From an optimization exercise on the open Yosys and OpenROAD flow, aimed at small area, a short achievable clock period and few clock cycles; shortcuts taken in it are not production practice.
Only simulation tests tie the RTL to the original design; equivalence was not proved.
Power is estimated from default activity; no workload was simulated.

==> flow/design.v <==
module dcache_eddie (
    input   logic           clk,
    input   logic           rst,
    input   logic   [31:0]  ufp_addr,
    input   logic   [3:0]   ufp_rmask,
    input   logic   [3:0]   ufp_wmask,
    output  logic   [31:0]  ufp_rdata,
    input   logic   [31:0]  ufp_wdata,
    output  logic           ufp_resp,
    output  logic   [31:0]  dfp_addr,
    output  logic           dfp_read,
    output  logic           dfp_write,
    input   logic   [255:0] dfp_rdata,
    output  logic   [255:0] dfp_wdata,
    input   logic           dfp_resp
);
    logic [255:0] data  [16];
    logic [24:0]  tag   [16];
    logic [15:0]  valid;
    logic [15:0]  dirty;
    logic [2:0]   plru  [4];
    logic st_idle, st_resp, st_wb, st_rd;
    logic [15:0] lsel;           
    logic [31:2] addr_q;
    logic [31:0] wdata_q;
    logic [3:0]  wmask_q;
    logic [31:0] wbe_q;          
    logic [3:0]  set_oh;
    logic [15:0] hit16, vict16;
    logic        hit, need_wb;
    logic [3:0]  vway [4];
    always_comb begin
        for (int s = 0; s < 4; s++) set_oh[s] = (ufp_addr[6:5] == s[1:0]);
        for (int s = 0; s < 4; s++) begin
            vway[s] = 4'b0000;
            casez (plru[s])
                3'b?11: vway[s] = 4'b0001;
                3'b?01: vway[s] = 4'b0010;
                3'b1?0: vway[s] = 4'b0100;
                default: vway[s] = 4'b1000;
            endcase
        end
        for (int l = 0; l < 16; l++) begin
            hit16[l]  = set_oh[l/4] & valid[l] & (tag[l] == ufp_addr[31:7]);
            vict16[l] = set_oh[l/4] & vway[l/4][l%4];
        end
        hit     = |hit16;
        need_wb = |(vict16 & valid & dirty);
    end
    wire req = (|ufp_rmask) | (|ufp_wmask);
    always_ff @(posedge clk) begin
        if (rst) begin
            st_idle <= 1'b1;
            st_resp <= 1'b0;
            st_wb   <= 1'b0;
            st_rd   <= 1'b0;
        end else begin
            st_idle <= (st_idle & ~req) | st_resp;
            st_resp <= (st_idle & req & hit) | (st_rd & dfp_resp);
            st_wb   <= (st_idle & req & ~hit & need_wb) | (st_wb & ~dfp_resp);
            st_rd   <= (st_idle & req & ~hit & ~need_wb) | (st_wb & dfp_resp)
                     | (st_rd & ~dfp_resp);
        end
    end
    always_ff @(posedge clk) begin
        if (st_idle) lsel <= hit ? hit16 : vict16;
    end
    always_ff @(posedge clk) begin
        addr_q  <= ufp_addr[31:2];
        wdata_q <= ufp_wdata;
        wmask_q <= ufp_wmask;
        for (int w = 0; w < 8; w++)
            wbe_q[w*4 +: 4] <= (ufp_addr[4:2] == w[2:0]) ? ufp_wmask : 4'b0000;
    end
    logic [255:0] rline;
    logic [24:0]  rtag;
    always_comb begin
        rline = '0;
        rtag  = '0;
        for (int l = 0; l < 16; l++) begin
            rline = rline | ({256{lsel[l]}} & data[l]);
            rtag  = rtag  | ({25{lsel[l]}}  & tag[l]);
        end
    end
    assign ufp_resp  = st_resp;
    assign ufp_rdata = rline[addr_q[4:2]*32 +: 32];
    assign dfp_read  = st_rd;
    assign dfp_write = st_wb;
    assign dfp_wdata = rline;
    assign dfp_addr  = {(st_wb ? rtag : addr_q[31:7]), addr_q[6:5], 5'd0};
    wire          wr_hit = st_resp & (|wmask_q);
    wire [255:0]  wbus   = st_rd ? dfp_rdata : {8{wdata_q}};
    logic [31:0]  byte_en;
    always_comb begin
        for (int b = 0; b < 32; b++) byte_en[b] = st_rd | (wr_hit & wbe_q[b]);
    end
    for (genvar l = 0; l < 16; l++) begin : g_line
        for (genvar b = 0; b < 32; b++) begin : g_byte
            always_ff @(posedge clk) begin
                if (lsel[l] & byte_en[b]) data[l][b*8 +: 8] <= wbus[b*8 +: 8];
            end
        end
        always_ff @(posedge clk) begin
            if (st_rd & lsel[l]) tag[l] <= addr_q[31:7];
        end
        always_ff @(posedge clk) begin
            if (rst) begin
                valid[l] <= 1'b0;
                dirty[l] <= 1'b0;
            end else if (lsel[l]) begin
                if (st_rd) begin
                    valid[l] <= 1'b1;
                    dirty[l] <= 1'b0;
                end else if (wr_hit) begin
                    dirty[l] <= 1'b1;
                end
            end
        end
    end
    for (genvar s = 0; s < 4; s++) begin : g_plru
        always_ff @(posedge clk) begin
            if (rst) begin
                plru[s] <= 3'b000;
            end else if (st_resp) begin
                if      (lsel[s*4+0]) plru[s] <= {plru[s][2], 2'b00};
                else if (lsel[s*4+1]) plru[s] <= {plru[s][2], 2'b10};
                else if (lsel[s*4+2]) plru[s] <= {1'b0, plru[s][1], 1'b1};
                else if (lsel[s*4+3]) plru[s] <= {1'b1, plru[s][1], 1'b1};
            end
        end
    end
endmodule
==> flow/run.sh <==
#!/bin/bash
# synth_recipe.tcl (not shown) runs the flow's synth.tcl, then flattens the netlist and writes it again
# the make line also repeats each setting of config.mk as NAME=value (left out here)
make -C /OpenROAD-flow-scripts/flow DESIGN_CONFIG=/design/flow/config.mk WORK_HOME=/design/flow/orfs CLKGATE_MAP_FILE= SYNTH_SCRIPT=/design/flow/synth_recipe.tcl finish
==> flow/config.mk <==
export PLATFORM = sky130hd
export DESIGN_NAME = dcache_eddie
export DESIGN_NICKNAME = dcache_eddie
export VERILOG_FILES = /design/flow/design.v
export SDC_FILE = /design/flow/constraint.sdc
export NUM_CORES = 4
export LEC_CHECK = 0
export CAP_MARGIN = 30
export CORE_MARGIN = 2
export CORE_UTILIZATION = 35
export PLACE_DENSITY = 0.5
export SLEW_MARGIN = 45
export SYNTH_MEMORY_MAX_BITS = 16384
==> flow/constraint.sdc <==
create_clock -name core_clock -period 12.0 [get_ports {clk}]
set_input_delay 2.4000 -clock core_clock [delete_from_list [all_inputs] [get_ports {clk}]]
set_output_delay 2.4000 -clock core_clock [all_outputs]
set_load 0.01 [all_outputs]
==> run notes <==
==> kinds of logic (layout without fill, tap and decap cells) <==
group,Yosys count,after routing,synth area share [%]
other,1,104,0.00212
muxes,97,97,1.02
and+or+nand+nor,1962,1962,5.98
xor gates and xnor gates,400,400,1.98
DFF,4658,4658,78.2
buffers and inverters,772,1901,2.10
AOI/OAI and AO/OA,2375,2375,10.8
==> cells in the mapped netlist (5+ instances only) <==
library cell and n:
edfxtp_1 4512, a22oi_1 1138, a22o_1 555, a221oi_1 552
nand2_1 533, nor2b_1 514, clkbuf_1 401, nand4_1 342
and3_1 265, xnor2_1 205, xor2_1 195, buf_2 147
dfxtp_1 146, nor2_1 114, buf_1 108, a21oi_1 69
mux4_2 64, nor4_1 63, buf_6 62, buf_4 43
nand3_1 43, nand2b_1 41, mux2_2 32, nor3_1 19
and2_1 17, o21ai_0 17, a41oi_1 10, inv_1 10
a221oi_2 7, or4_1 5
==> per-layer routing <==
layer	up-vias	track usage (%)	wire length, microns
li1	43500	-	-
met4	30	13.0	39000
met1	57800	35.6	277000
met3	1112	6.12	70900
met2	6424	41.0	319000
met5	-	0	180
==> layout make-up <==
class / instances / area share [%]
Sequential cell: 4658 / 66.3
Clock inverter: 295 / 1.28
Tap cell: 6706 / 4.02
Timing Repair Buffer: 988 / 4.59
Inverter: 10 / 0.0180
Antenna cell: 99 / 0.119
Multi-Input combinational cell: 4839 / 17.5
Clock buffer: 608 / 6.14
==> metrics by stage <==
| step | area [sq um] | hold slack [ns] | instances | utilization (%) |
|---|---|---|---|---|
| finish | 209000 | 0.506 | 18200 | 41.4 |
| global route | 209000 | 0.510 | 18100 | 41.3 |
| CTS | 208000 | 0.503 | 18100 | 41.3 |
| detailed placement | 193000 | 0.493 | 17200 | 38.2 |
| global placement | 191000 | 0.491 | 17200 | 37.9 |
| floorplan | 177000 | 0.462 | 10300 | - |
==> critical path: stages (launching register included) <==
cell             delay, ns
edfxtp_1              0.62
buf_12                0.29
buf_4                 0.51
a22o_1                0.31
a221oi_1              0.22
and3_1                0.22
nand4_1               0.50
mux4_2                0.69
mux2_2                0.29
clkdlybuf4s50_1       0.68
==> power by group through the flow <==
| stage | logic [mW] | registers [mW] | clock network [mW] |
|---|---|---|---|
| 2_1_floorplan | 1.52 | 19.3 | 0 |
| 3_3_place_gp | 3.15 | 19.4 | 0 |
| 3_5_place_dp | 3.27 | 19.4 | 0 |
| 4_1_cts | 3.28 | 19.1 | 15.0 |
| 5_1_grt | 3.42 | 19.2 | 15.6 |
| 6_report | 3.32 | 19.1 | 14.9 |
==> flip-flops by register name (all words and copies together) (netlist names), 4 cells and up <==
register  count
valid        16
plru         12
wmask_q       4
addr_q       30
lsel         16
wdata_q      32
dirty        16
data       4096
tag         400
wbe_q        32
==> worst max path at each step <==
stage,start,slack (ns),end
after floorplan,lsel[5]$_DFFE_PP_,7.40,ufp_rdata[26]
after global placement,lsel[5]$_DFFE_PP_,5.03,ufp_rdata[25]
after detailed placement,lsel[6]$_DFFE_PP_,5.19,ufp_rdata[28]
after CTS,lsel[12]$_DFFE_PP_,4.06,ufp_rdata[3]
after global routing,lsel[1]$_DFFE_PP_,3.99,ufp_rdata[3]
final,lsel[1]$_DFFE_PP_,3.94,ufp_rdata[3]
==> summary.txt <==
Clk Latency, worst-skew pair: 1.08 ns
critical path type: flop to output port
R2R cell count: 5
Via density: 5.98
Combinational Power Share: 8.9%
clock root cell: clkbuf_16
Register Area: 138,000 sq um
total grt overflow: 0
global-route wire length before repair: 932,000 microns
Crit. End Element: output port
CTS clk-pin slew, worst paths: 0.06 ns
CTS Buf Count: 484
# H-tree levels: 5
Tot Pwr: 37.3 mW
Net Sw Frac: 24.7%
Seq pwr share: 51.2%
area of the multi-input gates: 36,500 sq um
vias in the first global route: 103,000
Resized cells post-CTS: 0
clock buffer depth: 4
synthesized instance count: 10,300
reg2reg end: data[7][202]$_DFFE_PP_
Port Buf Inserts: 646
CP Launch Type: flop
Worst Skew: 0.0768 ns
Synth Register Bits: 4,658
setup tns final: 0 ns
Residual DRC: 0
initial antenna violation count: 89
fin crit period: 8.06 ns
total number of vias: 109,000
hold crit path type: flop to flop
Vert. Die Dim: 715 microns
WL final: 706,000 microns
Filler Cells Inserted: 45,100
1st-pass router iterations: 8
critical path peak fanout: 65
period utilisation layout: 67.2%
Core Region: 505,000 sq um
Hold Crit Start: valid[3]$_SDFFE_PP0P_
initial core utilization: 35.1%
Layout Nets: 11,300
cell taking the most area after synthesis: edfxtp_1
layout cells sized above 1: 14.5%
GP Congestion: 0.939
Area growth syn-to-layout: 17.8%
IO Pins: 654
Req. time, crit path: 9.60 ns
Area contributors post-synth: edfxtp_1, a22oi_1, a22o_1, a221oi_1, nor2b_1
most frequent cells in the layout: edfxtp_1, a22oi_1, clkdlybuf4s50_1, a22o_1, a221oi_1
final hold vios: 0
total track usage: 26.6%
Critical Path AT: 5.66 ns
clk sinks: 4,658
slack of the worst reg-to-reg path: 8.01 ns
CTS tree: done
DRT antenna net count: 0
Hold Crit Endpoint: valid[3]$_SDFFE_PP0P_
leakage power: 67.0 nW
Rows: 261
Clock Power Share: 39.9%
Slew @ Worst Pin: 0.968 ns
Yosys top cell area share: 76.5%
Primary FF master, synth: edfxtp_1
Post-CTS Setup Inserts: 0
die width: 715 microns
RSZ-0062 raised after global routing: false
Max VDD drop: 0.000135 V
achievable clock frequency: 0.124 GHz
Final Max Slew Viols: 0
mapped cell area: 177,000 sq um
PwrDens: 179 nW/um^2
mean routed wirelength per cell: 38.8 microns
Post-synth EDFFs: 4,512
synth unique cells: 49
Worst Hold Depth: 2
asr flop ratio synth: 0%
DR iter-0 viols: 16,400
Int Pwr: 28.1 mW
worst slack, placed: 5.19 ns
Worst R2R Start: st_rd$_SDFF_PP0_
post-route setup slack: 3.94 ns
warnings from Yosys: 5
Rel. slew slack: 35.5%
DPL Wire Length: 457,000 microns
Post-CTS Hold Fix Bufs: 0
Final setup viols: 0
die area: 512,000 sq um
Net Sw Power: 9.23 mW
status: finished clean
Max-Cap Viols: 0
sequential area share after synthesis: 78.2%
most common cell after layout, fill and taps aside: edfxtp_1
Mean Syn Cell Area: 17.3 sq um
pin count of the biggest net entering global routing: 100
Testbench counts, summed over its fixed seeds: cycles 123,656.

re-timing with driven ports:
No port has a modelled driver above. Below, the same layout with a new extraction and two added sets of constraints. Step 1: set_driving_cell puts a clkbuf_16 on clk and a buf_2 on each other input, an assumption about the parent block. Step 2, shift: input delay + t, output delay - t, t = (earliest + latest rising clock arrival at the registers) / 2. This alone moves slack from input paths to output paths. Slacks: ideal / step 1 / step 2; pairs: ideal / step 1.
shift t [ns]: 1.163
slack for setup (ns): 3.937 / 3.812 / 4.975
worst register clock-pin slew, ns: 0.07 / 0.07
pins driven straight from the clock port: 1
After both steps setup and hold are still met in this run. For this run, drivers alone change the setup slack by -0.125 ns; drivers and shift together by +1.038 ns.
